From an optimization exercise on the open Yosys and OpenROAD flow, aimed at small area; shortcuts taken in it are not production practice. In this exercise RTL edits were held to simulation tests only and were not proved equivalent to the original. Power figures rest on the tool's default switching activity, not on a simulated workload.

==> build 59 <==
==> flow/design.v <==
module rover_dff (
    input  wire clk,
    input  wire rst_n,
    input  wire d,
    output reg  q
);
  always @(posedge clk) begin
    if (!rst_n) q <= 1'b0;
    else        q <= d;
  end
endmodule
module mux_4bit #(
    parameter BITS = 8
) (
    input  wire [BITS-1:0] a,
    input  wire [BITS-1:0] b,
    input  wire [BITS-1:0] c,
    input  wire [BITS-1:0] d,
    input  wire [BITS-1:0] e,
    input  wire [BITS-1:0] f,
    input  wire [BITS-1:0] g,
    input  wire [3:0]      sel,
    output reg  [BITS-1:0] out
);
  always @(*) begin
    case (sel)
      4'b0000: out = a;
      4'b0001: out = b;
      4'b0010: out = c;
      4'b0011: out = d;
      4'b0100: out = e;
      4'b0101: out = f;
      4'b0110: out = g;
      default: out = {BITS{1'b0}};
    endcase
  end
endmodule
module heartbeat_counter (
    input  wire clk,
    input  wire rst_n,
    output wire counter_out
);
  reg  [20:0] s;
  reg         hb;
  wire        z  = (s[19:0] == 20'd0);
  wire        fb = s[20] ^ s[18] ^ z;
  always @(posedge clk) begin
    if (!rst_n) begin
      s  <= 21'd0;
      hb <= 1'b0;
    end else begin
      s  <= {s[19:0], fb};
      hb <= hb ^ (s[20] & z);
    end
  end
  assign counter_out = hb;
endmodule
module pulse_width_measure #(
    parameter W = 20
) (
    input  wire         clk,
    input  wire         rst_n,
    input  wire         pulse_signal,
    output reg  [W-1:0] pulse_width
);
  reg  [1:0]   st;
  reg  [W-1:0] cp;
  wire         q1, q2;
  rover_dff inst_dff1 (.clk(clk), .rst_n(rst_n), .d(pulse_signal), .q(q1));
  reg q2_r;
  always @(posedge clk) q2_r <= q1;
  assign q2 = q2_r;
  always @(posedge clk) begin
    if (!rst_n) st <= 2'b00;
    else case (st)
      2'b00: if (q1 && !q2)  st <= 2'b01;
      2'b01: if (q1 && q2)   st <= 2'b11;
      2'b11: if (!q1 && q2)  st <= 2'b10;
      default: if (!q1 && !q2) st <= 2'b00;
    endcase
  end
  reg [W:0]   c;
  reg [W-1:0] inc;
  integer i;
  always @(*) begin
    c[0] = st[0];
    for (i = 0; i < W; i = i + 1) begin
      inc[i] = cp[i] ^ c[i];
      c[i+1] = cp[i] & c[i];
    end
  end
  always @(posedge clk) begin
    if (!st[1]) cp <= {{(W-1){1'b0}}, 1'b1};
    else        cp <= inc;
  end
  wire ld = rst_n & st[1] & !st[0];
  wire hd = rst_n & !(st[1] & !st[0]);
  always @(posedge clk) pulse_width <= ({W{ld}} & cp) | ({W{hd}} & pulse_width);
endmodule
module pulse_width_measure_toggle #(
    parameter W = 20
) (
    input  wire         clk,
    input  wire         rst_n,
    input  wire         pulse_signal,
    output reg  [W-1:0] pulse_width,
    output reg          digital_output
);
  reg  [1:0]   st;
  reg  [W-1:0] cp;
  wire         q1, q2;
  rover_dff inst_dff1 (.clk(clk), .rst_n(rst_n), .d(pulse_signal), .q(q1));
  reg q2_r;
  always @(posedge clk) q2_r <= q1;
  assign q2 = q2_r;
  always @(posedge clk) begin
    if (!rst_n) st <= 2'b00;
    else case (st)
      2'b00: if (q1 && !q2)  st <= 2'b01;
      2'b01: if (q1 && q2)   st <= 2'b11;
      2'b11: if (!q1 && q2)  st <= 2'b10;
      default: if (!q1 && !q2) st <= 2'b00;
    endcase
  end
  reg [W:0]   c;
  reg [W-1:0] inc;
  integer i;
  always @(*) begin
    c[0] = st[0];
    for (i = 0; i < W; i = i + 1) begin
      inc[i] = cp[i] ^ c[i];
      c[i+1] = cp[i] & c[i];
    end
  end
  always @(posedge clk) begin
    if (!st[1]) cp <= {{(W-1){1'b0}}, 1'b1};
    else        cp <= inc;
  end
  localparam [W-1:0] K = 75002;
  reg lt;
  always @(*) begin
    lt = 1'b0;
    for (i = 0; i < W; i = i + 1)
      lt = K[i] ? (!pulse_width[i] | lt) : (!pulse_width[i] & lt);
    digital_output = (|pulse_width) & lt;
  end
  wire ld = rst_n & st[1] & !st[0];
  wire hd = rst_n & !(st[1] & !st[0]);
  always @(posedge clk) pulse_width <= ({W{ld}} & cp) | ({W{hd}} & pulse_width);
endmodule
module he_counter #(
    parameter W = 16
) (
    input  wire         clk,
    input  wire         rst_n,
    input  wire         pulse_signal,
    output reg  [W-1:0] pulse_counts
);
  localparam S_RISING = 2'd0, S_HIGH = 2'd1, S_FALLING = 2'd3, S_LOW = 2'd2;
  reg  [1:0] measurement_state;
  reg        seen;
  wire       q1, q2;
  rover_dff inst_dff1 (.clk(clk), .rst_n(rst_n), .d(pulse_signal), .q(q1));
  reg q2_r;
  always @(posedge clk) q2_r <= q1;
  assign q2 = q2_r;
  wire count = (measurement_state == S_HIGH) && q1 && q2;
  reg [W:0]   c;
  reg [W-1:0] nxt;
  integer i;
  always @(*) begin
    c[0] = count & seen;
    for (i = 0; i < W; i = i + 1) begin
      nxt[i] = pulse_counts[i] ^ c[i];
      c[i+1] = pulse_counts[i] & c[i];
    end
  end
  always @(posedge clk) begin
    if (!rst_n) begin
      measurement_state <= S_RISING;
      seen              <= 1'b0;
      pulse_counts      <= {W{1'b0}};
    end else begin
      pulse_counts <= nxt;
      if (count) seen <= 1'b1;
      case (measurement_state)
        S_RISING:  if (q1 && !q2)  measurement_state <= S_HIGH;
        S_HIGH:    if (q1 && q2)   measurement_state <= S_FALLING;
        S_FALLING: if (!q1 && q2)  measurement_state <= S_LOW;
        default:   if (!q1 && !q2) measurement_state <= S_RISING;
      endcase
    end
  end
endmodule
module pwm_timebase (
    input  wire        clk,
    input  wire        rst_n,
    output wire [15:0] t,
    output wire        valid,    
    output wire        down      
);
  reg [14:0] U;
  reg [3:0]  x;
  reg        dn;
  reg [9:0]  s1, lo;
  reg [10:0] cy;
  reg        lt;
  integer i;
  always @(*) begin
    cy[0] = 1'b0;
    for (i = 0; i < 10; i = i + 1) begin
      if (i < 3) begin
        s1[i]   = U[i];
        cy[i+1] = 1'b0;
      end else begin
        s1[i]   = U[i] ^ U[i-3] ^ cy[i];
        cy[i+1] = (U[i] & U[i-3]) | (U[i] & cy[i]) | (U[i-3] & cy[i]);
      end
    end
    lo    = s1;
    lo[8] = s1[8] ^ U[0];
    lo[9] = s1[9] ^ U[1] ^ (s1[8] & U[0]);
    lt = 1'b0;
    for (i = 0; i < 10; i = i + 1)
      lt = (10'd759 >> i) & 1 ? (!lo[i] | lt) : (!lo[i] & lt);
  end
  wire f = !lt;
  wire u0   = (U == 15'd0);
  wire last = (x[3:1] == 3'b111) && (x[0] == f);    
  wire top  = u0 && (x == 4'd15);                   
  wire bot  = dn && u0 && (x == 4'd13);             
  wire wrap = last | top;
  reg [15:0] uc;
  reg [14:0] un;
  always @(*) begin
    uc[0] = wrap;
    for (i = 0; i < 15; i = i + 1) begin
      un[i]   = U[i] ^ uc[i];
      uc[i+1] = (U[i] ^ dn) & uc[i];
    end
  end
  wire reach_top = !dn && uc[15];    
  always @(posedge clk) begin
    if (!rst_n) begin
      U  <= 15'd0;
      x  <= 4'd1;
      dn <= 1'b0;
    end else begin
      U  <= un;
      x  <= reach_top ? 4'd15 : (wrap | bot) ? 4'd0 : x + 1'b1;
      dn <= !bot & (dn | reach_top);
    end
  end
  assign t     = {1'b0, U};
  assign valid = dn ? last : (x == 4'd0);
  assign down  = dn;
endmodule
module pwm #(
    parameter integer BITS_RESOLUTION = 15
) (
    input  wire                       clk,
    input  wire                       rst_n,
    input  wire [BITS_RESOLUTION-1:0] duty,
    input  wire [15:0]                t,
    input  wire                       valid,
    input  wire                       down,
    output reg                        pwm_out
);
  reg  nxt;   
  wire hit = valid && (t == {1'b0, duty});
  always @(posedge clk) begin
    if (!rst_n) begin
      nxt     <= 1'b0;
      pwm_out <= 1'b0;
    end else begin
      if (hit) nxt <= down;
      pwm_out <= nxt;
    end
  end
endmodule
module rover_io (
    input  wire        clk,               
    input  wire        rst_n,             
    input  wire [5:0]  rc_in,             
    input  wire        hall_in,           
    input  wire [3:0]  dip_sw,            
    input  wire [15:0] steer_duty,        
    input  wire [14:0] throttle_duty,     
    input  wire [15:0] led_value,         
    output wire [19:0] pulse_width0,
    output wire [19:0] pulse_width1,
    output wire [19:0] pulse_width2,
    output wire [19:0] pulse_width3,
    output wire [19:0] pulse_width4,
    output wire [19:0] pulse_width5,
    output wire [15:0] hall_count,
    output wire        pwm_steering,
    output wire        pwm_throttle,
    output wire        digital_output1,
    output wire [7:0]  led
);
  wire       heartbeat;
  wire       pwm_steering_gen;
  wire       pwm_throttle_gen;
  he_counter #(.W(16)) inst_HE_sensor (
      .clk(clk), .rst_n(rst_n), .pulse_signal(hall_in), .pulse_counts(hall_count));
  mux_4bit #(.BITS(8)) inst_mux_LED (
      .a({1'b1, 1'b1, heartbeat, heartbeat, heartbeat, 1'b1, heartbeat, 1'b1}),
      .b(led_value[7:0]),
      .c(led_value[15:8]),
      .d({1'b1, 1'b1, heartbeat, heartbeat, heartbeat, 1'b1, heartbeat, 1'b1}),
      .e(steer_duty[7:0]),
      .f(steer_duty[15:8]),
      .g({hall_count[6:0], hall_in}),
      .sel(dip_sw),
      .out(led));
  mux_4bit #(.BITS(1)) inst_mux_steering (
      .a(pwm_steering_gen), .b(rc_in[3]), .c(1'b0), .d(1'b0),
      .e(pwm_steering_gen), .f(pwm_steering_gen), .g(1'b0),
      .sel(dip_sw), .out(pwm_steering));
  mux_4bit #(.BITS(1)) inst_mux_throttle (
      .a(pwm_throttle_gen), .b(rc_in[2]), .c(1'b0), .d(1'b0),
      .e(1'b0), .f(1'b0), .g(1'b0),
      .sel(dip_sw), .out(pwm_throttle));
  wire [15:0] pwm_t;
  wire        pwm_valid, pwm_down;
  pwm_timebase inst_pwm_timebase (
      .clk(clk), .rst_n(rst_n), .t(pwm_t), .valid(pwm_valid), .down(pwm_down));
  pwm #(.BITS_RESOLUTION(15)) inst_pwmGen_steering (
      .clk(clk), .rst_n(rst_n), .duty(steer_duty[14:0]),
      .t(pwm_t), .valid(pwm_valid), .down(pwm_down), .pwm_out(pwm_steering_gen));
  pwm #(.BITS_RESOLUTION(15)) inst_pwmGen_Throttle (
      .clk(clk), .rst_n(rst_n), .duty(throttle_duty),
      .t(pwm_t), .valid(pwm_valid), .down(pwm_down), .pwm_out(pwm_throttle_gen));
  heartbeat_counter inst_counter (.clk(clk), .rst_n(rst_n), .counter_out(heartbeat));
  pulse_width_measure #(.W(20)) inst_pwM1 (
      .clk(clk), .rst_n(rst_n), .pulse_signal(rc_in[0]), .pulse_width(pulse_width0));
  pulse_width_measure #(.W(20)) inst_pwM2 (
      .clk(clk), .rst_n(rst_n), .pulse_signal(rc_in[1]), .pulse_width(pulse_width1));
  pulse_width_measure #(.W(20)) inst_pwM3 (
      .clk(clk), .rst_n(rst_n), .pulse_signal(rc_in[2]), .pulse_width(pulse_width2));
  pulse_width_measure #(.W(20)) inst_pwM4 (
      .clk(clk), .rst_n(rst_n), .pulse_signal(rc_in[3]), .pulse_width(pulse_width3));
  pulse_width_measure #(.W(20)) inst_pwM5 (
      .clk(clk), .rst_n(rst_n), .pulse_signal(rc_in[4]), .pulse_width(pulse_width4));
  pulse_width_measure_toggle #(.W(20)) inst_pwM6 (
      .clk(clk), .rst_n(rst_n), .pulse_signal(rc_in[5]),
      .pulse_width(pulse_width5), .digital_output(digital_output1));
endmodule
==> flow/flow/run.sh <==
#!/bin/bash
# The standard layout (standard.sh) with three changes:
#  - synthesis leaves adders to abc (no ADDER_MAP_FILE) and runs abc with the
#    area-oriented script flow/abc_area.script instead of ORFS's;
#  - ports are buffered with buf_1;
#  - the clock tree uses clkbuf_8 leaf clusters of 18 sinks and no dummy loads.
# Everything else (registers, floorplan, power grid, routing) is the standard flow.
# The output of the whole run goes to standard_flow.log; ORFS keeps each
# step's own log under orfs/logs/.
set -euo pipefail
W=$(pwd)
cat > "$W/area_synth.tcl" <<EOF
proc abc {args} {
  set i [lsearch -exact \$args -script]
  if { \$i >= 0 } { set args [lreplace \$args [expr {\$i + 1}] [expr {\$i + 1}] $W/flow/abc_area.script] }
  yosys abc {*}\$args
}
source $W/synth_recipe.tcl
EOF
bash standard.sh \
  "SYNTH_SCRIPT=$W/area_synth.tcl" \
  "ADDER_MAP_FILE=" \
  "BUFFER_PORTS_ARGS=-buffer_cell sky130_fd_sc_hd__buf_1" \
  "CTS_ARGS=-sink_clustering_enable -repair_clock_nets -dont_use_dummy_load -buf_list sky130_fd_sc_hd__clkbuf_4 -sink_clustering_size 11 -sink_clustering_max_diameter 60" \
  finish > standard_flow.log 2>&1
==> flow/flow/abc_area.script <==
strash
balance
rewrite
refactor
balance
rewrite
rewrite -z
balance
refactor -z
rewrite -z
balance
&get -n
&st
&dch -f
&nf -a -R 1000
&put
strash
balance
rewrite
refactor
balance
rewrite
rewrite -z
balance
refactor -z
rewrite -z
balance
&get -n
&st
&dch -f
&nf -a -R 1000
&put
strash
balance
rewrite
refactor
balance
rewrite
rewrite -z
balance
refactor -z
rewrite -z
balance
&get -n
&st
&dch -f
&nf -a -R 1000
&put
strash
balance
rewrite
refactor
balance
rewrite
rewrite -z
balance
refactor -z
rewrite -z
balance
&get -n
&st
&dch -f
&nf -a -R 1000
&put
strash
balance
rewrite
refactor
balance
rewrite
rewrite -z
balance
refactor -z
rewrite -z
balance
&get -n
&st
&dch -f
&nf -a -R 1000
&put
strash
balance
rewrite
refactor
balance
rewrite
rewrite -z
balance
refactor -z
rewrite -z
balance
&get -n
&st
&dch -f
&nf -a -R 1000
&put
strash
balance
rewrite
refactor
balance
rewrite
rewrite -z
balance
refactor -z
rewrite -z
balance
&get -n
&st
&dch -f
&nf -a -R 1000
&put
strash
balance
rewrite
refactor
balance
rewrite
rewrite -z
balance
refactor -z
rewrite -z
balance
&get -n
&st
&dch -f
&nf -a -R 1000
&put
==> flow/standard.sh <==
#!/bin/bash
# synth_recipe.tcl (not shown) runs the flow's synth.tcl, then flattens the netlist and writes it again
# the make line also repeats each setting of config.mk as NAME=value (left out here)
make -C /OpenROAD-flow-scripts/flow DESIGN_CONFIG=/design/flow/config.mk WORK_HOME=/design/flow/orfs CLKGATE_MAP_FILE= SYNTH_SCRIPT=/design/flow/synth_recipe.tcl "${@:-finish}"
==> flow/config.mk <==
export PLATFORM = sky130hd
export DESIGN_NAME = rover_io
export DESIGN_NICKNAME = rover_io
export VERILOG_FILES = /design/flow/design.v
export SDC_FILE = /design/flow/constraint.sdc
export NUM_CORES = 4
export LEC_CHECK = 0
export CAP_MARGIN = 20
export CORE_MARGIN = 2
export CORE_UTILIZATION = 65
export SLEW_MARGIN = 20
==> flow/constraint.sdc <==
create_clock -name core_clock -period 20.0 [get_ports {clk}]
set_input_delay 4.0000 -clock core_clock [delete_from_list [all_inputs] [get_ports {clk}]]
set_output_delay 4.0000 -clock core_clock [all_outputs]
set_load 0.01 [all_outputs]
==> inputs of build 4, as changes to build 59 <==
==> flow/design.v, changed modules only <==
module heartbeat_counter (
    input  wire clk,
    input  wire rst_n,
    output wire counter_out
);
  reg [21:0] q;
  reg [22:0] c;
  reg [21:0] d;
  integer i;
  always @(*) begin
    c[0] = 1'b1;
    for (i = 0; i < 22; i = i + 1) begin
      d[i]   = q[i] ^ c[i];
      c[i+1] = q[i] & c[i];
    end
  end
  always @(posedge clk) begin
    if (!rst_n) q <= 22'd0;
    else        q <= d;
  end
  assign counter_out = q[21];
endmodule
module pulse_width_measure #(
    parameter W = 20
) (
    input  wire         clk,
    input  wire         rst_n,
    input  wire         pulse_signal,
    output reg  [W-1:0] pulse_width
);
  reg  [1:0]   st;
  reg  [W-1:0] cp;
  wire         q1, q2;
  rover_dff inst_dff1 (.clk(clk), .rst_n(rst_n), .d(pulse_signal), .q(q1));
  rover_dff inst_dff2 (.clk(clk), .rst_n(rst_n), .d(q1),           .q(q2));
  always @(posedge clk) begin
    if (!rst_n) st <= 2'b00;
    else case (st)
      2'b00: if (q1 && !q2)  st <= 2'b01;
      2'b01: if (q1 && q2)   st <= 2'b11;
      2'b11: if (!q1 && q2)  st <= 2'b10;
      default: if (!q1 && !q2) st <= 2'b00;
    endcase
  end
  reg [W:0]   c;
  reg [W-1:0] inc;
  integer i;
  always @(*) begin
    c[0] = st[0];
    for (i = 0; i < W; i = i + 1) begin
      inc[i] = cp[i] ^ c[i];
      c[i+1] = cp[i] & c[i];
    end
  end
  always @(posedge clk) begin
    if (!st[1]) cp <= {{(W-1){1'b0}}, 1'b1};
    else        cp <= inc;
  end
  always @(posedge clk) begin
    if (!rst_n)              pulse_width <= {W{1'b0}};
    else if (st == 2'b10)    pulse_width <= cp;
  end
endmodule
module pulse_width_measure_toggle #(
    parameter W = 20
) (
    input  wire         clk,
    input  wire         rst_n,
    input  wire         pulse_signal,
    output reg  [W-1:0] pulse_width,
    output reg          digital_output
);
  reg  [1:0]   st;
  reg  [W-1:0] cp;
  wire         q1, q2;
  rover_dff inst_dff1 (.clk(clk), .rst_n(rst_n), .d(pulse_signal), .q(q1));
  rover_dff inst_dff2 (.clk(clk), .rst_n(rst_n), .d(q1),           .q(q2));
  always @(posedge clk) begin
    if (!rst_n) st <= 2'b00;
    else case (st)
      2'b00: if (q1 && !q2)  st <= 2'b01;
      2'b01: if (q1 && q2)   st <= 2'b11;
      2'b11: if (!q1 && q2)  st <= 2'b10;
      default: if (!q1 && !q2) st <= 2'b00;
    endcase
  end
  reg [W:0]   c;
  reg [W-1:0] inc;
  integer i;
  always @(*) begin
    c[0] = st[0];
    for (i = 0; i < W; i = i + 1) begin
      inc[i] = cp[i] ^ c[i];
      c[i+1] = cp[i] & c[i];
    end
  end
  always @(posedge clk) begin
    if (!st[1]) cp <= {{(W-1){1'b0}}, 1'b1};
    else        cp <= inc;
  end
  localparam [W-1:0] K = 75002;
  reg lt;
  always @(*) begin
    lt = 1'b0;
    for (i = 0; i < W; i = i + 1)
      lt = K[i] ? (!cp[i] | lt) : (!cp[i] & lt);
  end
  always @(posedge clk) begin
    if (!rst_n) begin
      pulse_width    <= {W{1'b0}};
      digital_output <= 1'b0;
    end else if (st == 2'b10) begin
      pulse_width    <= cp;
      digital_output <= (|cp) && lt;
    end
  end
endmodule
module he_counter #(
    parameter W = 16
) (
    input  wire         clk,
    input  wire         rst_n,
    input  wire         pulse_signal,
    output reg  [W-1:0] pulse_counts
);
  localparam S_RISING = 2'd0, S_HIGH = 2'd1, S_FALLING = 2'd3, S_LOW = 2'd2;
  reg  [1:0] measurement_state;
  reg        seen;
  wire       q1, q2;
  rover_dff inst_dff1 (.clk(clk), .rst_n(rst_n), .d(pulse_signal), .q(q1));
  rover_dff inst_dff2 (.clk(clk), .rst_n(rst_n), .d(q1),           .q(q2));
  wire count = (measurement_state == S_HIGH) && q1 && q2;
  reg [W:0]   c;
  reg [W-1:0] nxt;
  integer i;
  always @(*) begin
    c[0] = count & seen;
    for (i = 0; i < W; i = i + 1) begin
      nxt[i] = pulse_counts[i] ^ c[i];
      c[i+1] = pulse_counts[i] & c[i];
    end
  end
  always @(posedge clk) begin
    if (!rst_n) begin
      measurement_state <= S_RISING;
      seen              <= 1'b0;
      pulse_counts      <= {W{1'b0}};
    end else begin
      pulse_counts <= nxt;
      if (count) seen <= 1'b1;
      case (measurement_state)
        S_RISING:  if (q1 && !q2)  measurement_state <= S_HIGH;
        S_HIGH:    if (q1 && q2)   measurement_state <= S_FALLING;
        S_FALLING: if (!q1 && q2)  measurement_state <= S_LOW;
        default:   if (!q1 && !q2) measurement_state <= S_RISING;
      endcase
    end
  end
endmodule
module pwm_timebase (
    input  wire        clk,
    input  wire        rst_n,
    output wire [15:0] t,
    output wire        valid,    
    output wire        down      
);
  reg [15:0] T;
  reg [3:0]  hi;
  reg        dn;
  reg [9:0]  s1, lo;
  reg [10:0] cy;
  reg        lt_up, lt_dn;
  integer i;
  always @(*) begin
    cy[0] = 1'b0;
    for (i = 0; i < 10; i = i + 1) begin
      if (i < 3) begin
        s1[i]   = T[i];
        cy[i+1] = 1'b0;
      end else begin
        s1[i]   = T[i] ^ T[i-3] ^ cy[i];
        cy[i+1] = (T[i] & T[i-3]) | (T[i] & cy[i]) | (T[i-3] & cy[i]);
      end
    end
    lo      = s1;
    lo[8]   = s1[8] ^ T[0];
    lo[9]   = s1[9] ^ T[1] ^ (s1[8] & T[0]);
    lt_up = 1'b0;
    lt_dn = 1'b0;
    for (i = 0; i < 10; i = i + 1) begin
      lt_up = (10'd759 >> i) & 1 ? (!lo[i] | lt_up) : (!lo[i] & lt_up);
      lt_dn = (10'd265 >> i) & 1 ? (!lo[i] | lt_dn) : (!lo[i] & lt_dn);
    end
  end
  wire f_up = !lt_up;    
  wire f_dn = !lt_dn;    
  wire up_wrap = (hi == 4'd0);
  wire dn_wrap = (hi == 4'd15) || (hi == 4'd14 && f_dn);
  wire wrap    = dn ? dn_wrap : up_wrap;
  reg [16:0] tc;
  reg [15:0] tn;
  always @(*) begin
    tc[0] = wrap;
    for (i = 0; i < 16; i = i + 1) begin
      tn[i]   = T[i] ^ tc[i];
      tc[i+1] = (T[i] ^ dn) & tc[i];
    end
  end
  always @(posedge clk) begin
    if (!rst_n) begin
      T  <= 16'd1;
      hi <= 4'd14;
      dn <= 1'b0;
    end else begin
      T <= tn;
      if (!dn) begin
        hi <= up_wrap ? {3'b111, f_up} : hi - 1'b1;
        if (T[15] && hi == 4'd1) dn <= 1'b1;
      end else begin
        hi <= dn_wrap ? 4'd0 : hi + 1'b1;
        if (dn_wrap && T == 16'd1) dn <= 1'b0;
      end
    end
  end
  assign t     = T;
  assign valid = (hi == 4'd0);
  assign down  = dn;
endmodule
==> flow/run.sh (new file) <==
#!/bin/bash
# synth_recipe.tcl (not shown) runs the flow's synth.tcl, then flattens the netlist and writes it again
# the make line also repeats each setting of config.mk as NAME=value (left out here)
make -C /OpenROAD-flow-scripts/flow DESIGN_CONFIG=/design/flow/config.mk WORK_HOME=/design/flow/orfs CLKGATE_MAP_FILE= SYNTH_SCRIPT=/design/flow/synth_recipe.tcl finish
- CORE_UTILIZATION: 65 -> 40
removed: flow/flow/run.sh
removed: flow/flow/abc_area.script
removed: flow/standard.sh
==> impl_metrics.yaml <==
finish:
  max_flop_register: "inst_counter.s"
  multi_input_cells: 792
setup_path:
  slowest_stage: "nor3_1"
  cpLargestDelayFamily: "simple AND/OR/NAND/NOR gates"
sta:
  finalWorstPathRequiredPeriod_ns: 9.73
  period_share: 0.486
  slew_headroom: 0.306
outcome:
  outcome: "finished clean"
pwr:
  switching_power_mw: 0.221
  top_power_group: "registers"
worst_hold_path:
  hp-start: "inst_pwM6.inst_dff1.q$_SDFF_PN0_"
clock_network:
  clkLatencyLatePin_ns: 0.64
logic_synthesis:
  syn_avg_cell_area_um2: 10.0
  synth_seq_cells: 331
global_route:
  grt_pass1_vias: 8643
the above is filed under build 59

==> impl_metrics.yaml <==
sta:
  finalWorstPathRequiredPeriod_ns: 10.73
  period_share: 0.537
  slew_headroom: 0.272
finish:
  multi_input_cells: 1039
  max_flop_register: "inst_counter.q"
setup_path:
  slowest_stage: "clkdlybuf4s50_1"
  cpLargestDelayFamily: "buffers and inverters"
outcome:
  outcome: "finished clean"
logic_synthesis:
  synth_seq_cells: 333
  syn_avg_cell_area_um2: 9.50
clock_network:
  clkLatencyLatePin_ns: 0.51
the above is filed under build 4

re-timing with driven ports:
In the flow no input, the clock included, has a driving cell. The finished layouts below were timed again as built, in two steps.
Step 1, drivers: a clkbuf_16 drives clk and a buf_2 each remaining input, both assumed.
Step 2 also shifts input and output timing later by t, the mid clock arrival at the registers, as if the neighbouring blocks saw the same clock.
Slacks: ideal / step 1 / step 2; pairs: ideal / step 1.
| run | t (ns) | setup slack, ns | hold WS [ns] | latest minus earliest clock arrival (ns) | worst register clock-pin slew, ns |
|---|---|---|---|---|---|
| build 59 | 0.657 | 10.273 / 10.246 / 10.246 | 0.391 / 0.391 / 0.391 | 0.059 / 0.058 | 0.12 / 0.12 |
| build 4 | 0.556 | 9.269 / 9.247 / 9.247 | 0.420 / 0.420 / 0.420 | 0.012 / 0.013 | 0.06 / 0.06 |
After both steps every run listed still meets setup and hold. For build 59, which loses most, drivers alone change the setup slack by -0.027 ns; drivers and shift together by -0.027 ns.
